This is an optimization exercise on Yosys and OpenROAD, whose aim is small area, not a production implementation.
In this exercise RTL edits were held to simulation tests only and were not proved equivalent to the original.

Design nco, start of the top module:
module nco (
	input  wire        clk_i,
	input  wire        rst_n,
	input  wire [31:0] acc_i,
	output wire [15:0] cos_o,
	output wire [15:0] sin_o
);
For scale: about 440 flip-flops, roughly 0.027 mm² of cells after synthesis.
export LEC_CHECK = 0
export CAP_MARGIN = 20
export CORE_MARGIN = 2
export CORE_UTILIZATION = 40
export CTS_BUF_LIST = sky130_fd_sc_hd__clkbuf_16
export CTS_CLUSTER_DIAMETER = 100
export CTS_CLUSTER_SIZE = 30
export SLEW_MARGIN = 20
create_clock -name core_clock -period 5.0 [get_ports {clk_i}]
standard.sh (not shown) runs the stock make flow with config.mk's settings and CLKGATE_MAP_FILE= SYNTH_SCRIPT=/design/flow/synth_recipe.tcl, a recipe that flattens the netlist after the stock synthesis.
==> flow/flow/run.sh <==
#!/bin/bash
# The standard ORFS layout (standard.sh) with these changes passed as make variables:
#  - ports are buffered with sky130_fd_sc_hd__buf_1 (every input and output still gets a buffer)
#  - CTS does not insert dummy load cells
#  - timing-driven global placement does not keep the resizer's buffers (GPL_KEEP_OVERFLOW=0);
#    timing is repaired later by the standard post-CTS and post-route repair steps
# The full output of the run is kept in standard.log; ORFS keeps its per-step logs under orfs/logs.
set -o pipefail
bash standard.sh \
  "BUFFER_PORTS_ARGS=-buffer_cell sky130_fd_sc_hd__buf_1" \
  "CTS_ARGS=-sink_clustering_enable -repair_clock_nets -sink_clustering_size 30 -sink_clustering_max_diameter 100 -buf_list sky130_fd_sc_hd__clkbuf_16 -dont_use_dummy_load" \
  "GPL_KEEP_OVERFLOW=0" \
  finish > standard.log 2>&1
The starting point went through all stages and came out clean.
Rerun with:
==> flow/flow/run.sh (replaced) <==
#!/bin/bash
# The standard ORFS layout (standard.sh) with two changes passed as make variables:
#  - ports are buffered with sky130_fd_sc_hd__buf_1 (every input and output still gets a buffer)
#  - CTS does not insert dummy load cells
#  - global placement is not timing-driven (timing is repaired by the later standard steps)
# The full output of the run is kept in standard.log; ORFS keeps its per-step logs under orfs/logs.
set -o pipefail
bash standard.sh \
  "BUFFER_PORTS_ARGS=-buffer_cell sky130_fd_sc_hd__buf_1" \
  "CTS_ARGS=-sink_clustering_enable -repair_clock_nets -sink_clustering_size 30 -sink_clustering_max_diameter 100 -buf_list sky130_fd_sc_hd__clkbuf_16 -dont_use_dummy_load" \
  "GPL_TIMING_DRIVEN=0" \
  finish > standard.log 2>&1
After rerunning:
- global-route usage goes up by 1.7 points
- cell count came out higher by 2.2%
- flip-flop and latch count is unchanged
- count of clock-buffer cells in the layout decreases by 2
- wire length rose by about 10%
- design area is higher by about 0.5%
Rerun with:
==> flow/flow/run.sh (replaced) <==
#!/bin/bash
# The standard ORFS layout (standard.sh) with these changes passed as make variables:
#  - ports are buffered with sky130_fd_sc_hd__buf_1 (every input and output still gets a buffer)
#  - CTS does not insert dummy load cells
#  - global placement is not routability-driven
# The full output of the run is kept in standard.log; ORFS keeps its per-step logs under orfs/logs.
set -o pipefail
bash standard.sh \
  "BUFFER_PORTS_ARGS=-buffer_cell sky130_fd_sc_hd__buf_1" \
  "CTS_ARGS=-sink_clustering_enable -repair_clock_nets -sink_clustering_size 18 -sink_clustering_max_diameter 80 -buf_list sky130_fd_sc_hd__clkbuf_8 -dont_use_dummy_load" \
  "GPL_ROUTABILITY_DRIVEN=0" \
  finish > standard.log 2>&1
What happened:
- area after synthesis stays the same
- design area drops by about 1%
- sequential share of layout area climbs by 0.30 points
- wire length drops by about 8%
Rerun with:
==> flow/flow/run.sh (replaced) <==
#!/bin/bash
# Standard layout, unchanged; keeps its full output in standard.log
bash standard.sh > standard.log 2>&1
The changed run ran to the end with no violations.
Register-to-register slack improves by 20 ps.
Wire length goes up by roughly a tenth.
Final cell count goes up slightly.
Via count goes up by a few percent.
Die area is unchanged.
Synthesized area stays the same.
Count of clock-buffer cells in the layout goes down by 10.
Global-route usage goes up by 1.8 points.
Non-clock buffer count goes up by 53.
Worst hold slack improves by 9.8 ps.

[port drivers added, routing unchanged]
Ports are ideal in the flow. The routed layouts listed here were re-timed in OpenROAD.
Step 1 sets driving cells, clkbuf_16 on the clock port and buf_2 on the other inputs (assumed; they add their load-dependent delay and slew).
Step 2 times the ports against the registers' clock, not the clock port: input delays grow and output delays shrink by t, the midpoint of the rising clock arrivals with the driver on.
a / b / c = ideal ports / drivers / drivers and shift; a / b = the first two.
run	t (ns)	slack for setup (ns)	worst setup path after step 2	latest minus earliest clock arrival (ns)
the first run	0.611	0.215 / 0.215 / 0.215	register to register	0.076 / 0.075
the second run	0.614	0.204 / 0.204 / 0.204	register to register	0.112 / 0.112
the third run	0.660	0.217 / 0.217 / 0.217	register to register	0.139 / 0.138
the fourth run	0.648	0.236 / 0.236 / 0.236	register to register	0.046 / 0.046
After both steps every run listed still meets setup and hold.
